Context: an optimization exercise on an open-source flow, tuned for small area, a short achievable clock period and few clock cycles per item. The choices shown serve that exercise and are no tape-out recipe. Function was checked by simulation only, so behaviour that the tests miss may differ from the original.

==> job 8875: inputs <==
==> flow/design.v (excerpt) <==
module xcorr(input clk,
             input rst_n,
             input start_flag,
             input finish_left,
             input finish_right,
             input signed[17:0]mic_1,
             input signed[17:0]mic_2,
             output reg[5:0]sequence_num,
             output reg finished,
             output reg finished_temp1);
    localparam N    = 256;          
    localparam AW   = 8;            
    localparam MAXS = 30;           
    localparam NT   = MAXS+1;       
    localparam AccW = 36+AW;        
    localparam NM   = 8;            
    reg finished_temp;
    always @(posedge clk or negedge rst_n) begin
        if (!rst_n)
        begin
            finished_temp  <= 0;
            finished_temp1 <= 0;
        end
        else
        begin
            finished_temp  <= finished;
            finished_temp1 <= finished_temp;
        end
    end
    wire p0_v1, p1_v1, p0_v2, p1_v2;
    wire done1, done2;
    wire [NT*18-1:0] t1;
    wire [NT*18-1:0] t2;
    reg [2:0] fc;           
    reg issuing;            
    reg [AW:0] kn;          
    reg [AW-1:0] k;         
    reg brk;                
    reg fb;                 
    wire can_start = (!issuing | (fc == 3'd7)) & ((kn == 0) | (fc == 3'd7)) & !kn[AW];
    wire ev_s = !brk & !fb & p0_v1 & p0_v2 & can_start;
    wire ev_f = fb & can_start;
    wire ev   = ev_s | ev_f;
    mic_data_store #(.N(N), .AW(AW), .NT(NT)) mic_data_store_inst1(
    .clk(clk),
    .rst_n(rst_n),
    .mic_1(mic_1),
    .start(start_flag),
    .finish_left_or_right(finish_right),
    .step(ev_s),
    .drain(brk),
    .rot(ev_f),
    .p0_v(p0_v1),
    .p1_v(p1_v1),
    .taps(t1),
    .output_done_flag(done1));
    mic_data_store #(.N(N), .AW(AW), .NT(NT)) mic_data_store_inst2(
    .clk(clk),
    .rst_n(rst_n),
    .mic_1(mic_2),
    .start(start_flag),
    .finish_left_or_right(finish_left),
    .step(ev_s),
    .drain(brk),
    .rot(ev_f),
    .p0_v(p0_v2),
    .p1_v(p1_v2),
    .taps(t2),
    .output_done_flag(done2));
    always @(posedge clk or negedge rst_n) begin
        if (!rst_n)
        begin
            fc      <= 0;
            issuing <= 0;
            kn      <= 0;
            k       <= 0;
            brk     <= 0;
            fb      <= 0;
        end
        else
        begin
            fc <= ev ? 3'd0 : fc+3'd1;
            if (ev)
                issuing <= 1'b1;
  ...
clock: 12.0 ns
lec_check: 0
cap_margin: 20
core_margin: 2
core_utilization: 50
place_density: 0.7
slew_margin: 20
synth_memory_max_bits: 16384
standard.sh (not shown) runs the stock make flow with config.mk's settings and CLKGATE_MAP_FILE= SYNTH_SCRIPT=/design/flow/synth_recipe.tcl, a recipe that flattens the netlist after the stock synthesis.
==> flow/flow/run.sh <==
#!/bin/bash
# The standard ORFS layout, with three changes to how it is made:
# - repair_timing aims for a larger setup slack than the default 0, so
#   that paths well inside the clock period are still sped up;
# - clock tree synthesis adds no dummy loads;
# - the port buffers are buf_4 cells rather than the default delay cells.
# Constraints and clock period are the design's.
set -euo pipefail
bash standard.sh SETUP_SLACK_MARGIN=8.2 TNS_END_PERCENT=10 \
    "CTS_ARGS=-sink_clustering_enable -repair_clock_nets -dont_use_dummy_load" \
    "BUFFER_PORTS_ARGS=-buffer_cell sky130_fd_sc_hd__buf_4" \
    finish > standard.log 2>&1
==> job 4984 (differences from job 8875) <==
--- a/flow/design.v
+++ b/flow/design.v
@@ -29,14 +29,13 @@
 endmodule
 module xcorr_bmul(input [17:0] a,
                   input [8:0] one,
                   input [8:0] two,
                   input [8:0] neg,
                   output [35:0] s,
-                  output [35:0] c,
-                  output [35:0] d);
+                  output [35:0] c);
     wire one0 = one[0];
     wire two0 = two[0];
     wire neg0 = neg[0];
     wire one1 = one[1];
     wire two1 = two[1];
     wire neg1 = neg[1];
@@ -453,15 +452,78 @@
     wire s219 = c166 ^ s167 ^ pp8_13;
     wire c220 = (c166 & s167) | (c166 & pp8_13) | (s167 & pp8_13);
     wire s221 = c168 ^ pp6_18 ^ pp7_16;
     wire c222 = (c168 & pp6_18) | (c168 & pp7_16) | (pp6_18 & pp7_16);
     wire s223 = pp7_17 ^ pp8_15;
     wire c224 = pp7_17 & pp8_15;
-    assign s = {1'b0, pp8_18, pp8_17, c224, c222, c220, c218, c216, c214, c212, c210, c208, c206, c204, c202, c200, c198, c196, c194, c192, c190, c188, c186, c184, c182, c180, c178, c176, c174, c172, c170, s169, pp0_3, pp0_2, pp0_1, pp0_0};
-    assign c = {1'b0, 1'b0, 1'b1, pp7_18, s223, s221, s219, s217, s215, s213, s211, s209, s207, s205, s203, s201, s199, s197, s195, s193, s191, s189, s187, s185, s183, s181, s179, s177, s175, s173, s171, pp2_0, pp1_1, pp1_0, 1'b0, neg0};
-    assign d = {1'b0, 1'b0, 1'b0, pp8_16, 1'b1, pp8_14, 1'b1, pp8_12, s163, s159, s155, s151, s147, s143, s139, s135, s131, s127, s123, s119, s115, s111, s107, s103, s99, s95, s91, neg4, pp3_1, neg3, pp2_1, neg2, 1'b0, neg1, 1'b0, 1'b0};
+    wire s225 = pp0_2 ^ pp1_0;
+    wire c226 = pp0_2 & pp1_0;
+    wire s227 = pp0_3 ^ pp1_1;
+    wire c228 = pp0_3 & pp1_1;
+    wire s229 = s169 ^ pp2_0 ^ neg2;
+    wire c230 = (s169 & pp2_0) | (s169 & neg2) | (pp2_0 & neg2);
+    wire s231 = c170 ^ s171 ^ pp2_1;
+    wire c232 = (c170 & s171) | (c170 & pp2_1) | (s171 & pp2_1);
+    wire s233 = c172 ^ s173 ^ neg3;
+    wire c234 = (c172 & s173) | (c172 & neg3) | (s173 & neg3);
+    wire s235 = c174 ^ s175 ^ pp3_1;
+    wire c236 = (c174 & s175) | (c174 & pp3_1) | (s175 & pp3_1);
+    wire s237 = c176 ^ s177 ^ neg4;
+    wire c238 = (c176 & s177) | (c176 & neg4) | (s177 & neg4);
+    wire s239 = c178 ^ s179 ^ s91;
+    wire c240 = (c178 & s179) | (c178 & s91) | (s179 & s91);
+    wire s241 = c180 ^ s181 ^ s95;
+    wire c242 = (c180 & s181) | (c180 & s95) | (s181 & s95);
+    wire s243 = c182 ^ s183 ^ s99;
+    wire c244 = (c182 & s183) | (c182 & s99) | (s183 & s99);
+    wire s245 = c184 ^ s185 ^ s103;
+    wire c246 = (c184 & s185) | (c184 & s103) | (s185 & s103);
+    wire s247 = c186 ^ s187 ^ s107;
+    wire c248 = (c186 & s187) | (c186 & s107) | (s187 & s107);
+    wire s249 = c188 ^ s189 ^ s111;
+    wire c250 = (c188 & s189) | (c188 & s111) | (s189 & s111);
+    wire s251 = c190 ^ s191 ^ s115;
+    wire c252 = (c190 & s191) | (c190 & s115) | (s191 & s115);
+    wire s253 = c192 ^ s193 ^ s119;
+    wire c254 = (c192 & s193) | (c192 & s119) | (s193 & s119);
+    wire s255 = c194 ^ s195 ^ s123;
+    wire c256 = (c194 & s195) | (c194 & s123) | (s195 & s123);
+    wire s257 = c196 ^ s197 ^ s127;
+    wire c258 = (c196 & s197) | (c196 & s127) | (s197 & s127);
+    wire s259 = c198 ^ s199 ^ s131;
+    wire c260 = (c198 & s199) | (c198 & s131) | (s199 & s131);
+    wire s261 = c200 ^ s201 ^ s135;
+    wire c262 = (c200 & s201) | (c200 & s135) | (s201 & s135);
+    wire s263 = c202 ^ s203 ^ s139;
+    wire c264 = (c202 & s203) | (c202 & s139) | (s203 & s139);
+    wire s265 = c204 ^ s205 ^ s143;
+    wire c266 = (c204 & s205) | (c204 & s143) | (s205 & s143);
+    wire s267 = c206 ^ s207 ^ s147;
+    wire c268 = (c206 & s207) | (c206 & s147) | (s207 & s147);
+    wire s269 = c208 ^ s209 ^ s151;
+    wire c270 = (c208 & s209) | (c208 & s151) | (s209 & s151);
+    wire s271 = c210 ^ s211 ^ s155;
+    wire c272 = (c210 & s211) | (c210 & s155) | (s211 & s155);
+    wire s273 = c212 ^ s213 ^ s159;
+    wire c274 = (c212 & s213) | (c212 & s159) | (s213 & s159);
+    wire s275 = c214 ^ s215 ^ s163;
+    wire c276 = (c214 & s215) | (c214 & s163) | (s215 & s163);
+    wire s277 = c216 ^ s217 ^ pp8_12;
+    wire c278 = (c216 & s217) | (c216 & pp8_12) | (s217 & pp8_12);
+    wire s279 = c218 ^ s219 ^ 1'b1;
+    wire c280 = (c218 & s219) | (c218 & 1'b1) | (s219 & 1'b1);
+    wire s281 = c220 ^ s221 ^ pp8_14;
+    wire c282 = (c220 & s221) | (c220 & pp8_14) | (s221 & pp8_14);
+    wire s283 = c222 ^ s223 ^ 1'b1;
+    wire c284 = (c222 & s223) | (c222 & 1'b1) | (s223 & 1'b1);
+    wire s285 = c224 ^ pp7_18 ^ pp8_16;
+    wire c286 = (c224 & pp7_18) | (c224 & pp8_16) | (pp7_18 & pp8_16);
+    wire s287 = pp8_17 ^ 1'b1;
+    wire c288 = pp8_17 & 1'b1;
+    assign s = {1'b0, c288, c286, c284, c282, c280, c278, c276, c274, c272, c270, c268, c266, c264, c262, c260, c258, c256, c254, c252, c250, c248, c246, c244, c242, c240, c238, c236, c234, c232, c230, c228, c226, s225, pp0_1, pp0_0};
+    assign c = {1'b0, pp8_18, s287, s285, s283, s281, s279, s277, s275, s273, s271, s269, s267, s265, s263, s261, s259, s257, s255, s253, s251, s249, s247, s245, s243, s241, s239, s237, s235, s233, s231, s229, s227, neg1, 1'b0, neg0};
 endmodule
 module mic_data_store #(parameter N = 256,
                         parameter AW = 8,
                         parameter NT = 31)
                        (input clk,
                         input rst_n,
@@ -703,19 +765,17 @@
             reg [17:0] opa;
             reg [8:0] bone;
             reg [8:0] btwo;
             reg [8:0] bneg;
             reg [35:0] ps;
             reg [35:0] pc;
-            reg [35:0] pd;
             reg [HW-1:0] hsum;
             reg [1:0] cy;
             reg [AccW-1:0] acc [0:7];
             wire [35:0] ms;
             wire [35:0] mc;
-            wire [35:0] md;
             wire [8:0] eone;
             wire [8:0] etwo;
             wire [8:0] eneg;
             reg [17:0] a_n;
             reg [17:0] b_n;
             integer c, l;
@@ -732,28 +792,25 @@
                         a_n = a_n | (t1[17:0] & {18{oh[c]}});
                         b_n = b_n | (t2[18*(l-MAXS) +: 18] & {18{oh[c] & kge[l-MAXS]}});
                     end
                 end
             end
             xcorr_benc enc(.b(b_n), .one(eone), .two(etwo), .neg(eneg));
-            xcorr_bmul mul(.a(opa), .one(bone), .two(btwo), .neg(bneg), .s(ms), .c(mc), .d(md));
-            wire [LW+1:0] lo = {2'b00, acc[7][LW-1:0]} + {2'b00, ps[LW-1:0]} + {2'b00, pc[LW-1:0]}
-                               + {2'b00, pd[LW-1:0]};
+            xcorr_bmul mul(.a(opa), .one(bone), .two(btwo), .neg(bneg), .s(ms), .c(mc));
+            wire [LW+1:0] lo = {2'b00, acc[7][LW-1:0]} + {2'b00, ps[LW-1:0]} + {2'b00, pc[LW-1:0]};
             wire [HW-1:0] hsum_n = {{(HW-36+LW){1'b0}}, ps[35:LW]}
                                    + {{(HW-36+LW){1'b0}}, pc[35:LW]}
-                                   + {{(HW-36+LW){1'b0}}, pd[35:LW]}
                                    - {{(HW-36+LW){1'b0}}, 1'b1, {(35-LW){1'b0}}};
             wire [HW-1:0] hi = acc[0][AccW-1:LW] + hsum + {{(HW-2){1'b0}}, cy};
             always @(posedge clk) begin
                 opa    <= a_n;
                 bone   <= eone;
                 btwo   <= etwo;
                 bneg   <= eneg;
                 ps     <= ms;
                 pc     <= mc;
-                pd     <= md;
                 hsum   <= hsum_n;
                 cy     <= lo[LW+1:LW];
                 acc[0] <= {acc[7][AccW-1:LW], lo[LW-1:0]};
                 acc[1] <= {hi, acc[0][LW-1:0]};
                 acc[2] <= acc[1];
                 acc[3] <= acc[2];
==> results_dict.tcl <==
set metrics [dict create \
    outcome "no timing/DRC/antenna violations" \
    dp.cells 37400 \
    start_util_pct 50.2 \
    slowest_stage "and2_2" \
    clkPwrFrac_pct 37.9 \
    dieArea_um2 936000 \
    synthXorXnorAreaFrac_pct 3.41 \
    grtUsageMet2_pct 30.6 \
]
The numbers above come from job 4984.

==> results_dict.tcl <==
set metrics [dict create \
    clkPwrFrac_pct 37.8 \
    final.min_clock_period_ns 4.07 \
    ys_async_sr_fraction_pct 0.995 \
    dp.cells 38300 \
    start_util_pct 50.1 \
    outcome "no timing/DRC/antenna violations" \
    dieArea_um2 948000 \
    synthXorXnorAreaFrac_pct 3.38 \
    grtUsageMet2_pct 28.1 \
]
The numbers above come from job 8875.

Testbench counts of job 8875, summed over its fixed seeds: cycles 66,016, items 32.
Testbench counts of job 4984, summed over its fixed seeds: cycles 66,016, items 32.

-- separate check: timing with driven ports --
In the flow no input, the clock included, has a driving cell. The finished layouts below were timed again as built, in two steps.
Step 1 (the two cells are an assumption about what drives the block):
set clk [get_ports {clk}]
set_driving_cell -lib_cell sky130_fd_sc_hd__clkbuf_16 $clk
set_driving_cell -lib_cell sky130_fd_sc_hd__buf_2 [delete_from_list [all_inputs] $clk]
Step 2 times the ports against the registers' clock, not the clock port: input delays grow and output delays shrink by t, the midpoint of the rising clock arrivals with the driver on.
a / b / c = ideal ports / drivers / drivers and shift; a / b = the first two.
run	t (ns)	slack for setup (ns)	hold WS [ns]
job 8875	1.231	7.931 / 7.784 / 7.954	0.252 / 0.252 / 0.252
job 4984	1.224	7.948 / 7.872 / 7.948	0.233 / 0.233 / 0.233
After both steps setup and hold are still met in every run listed.
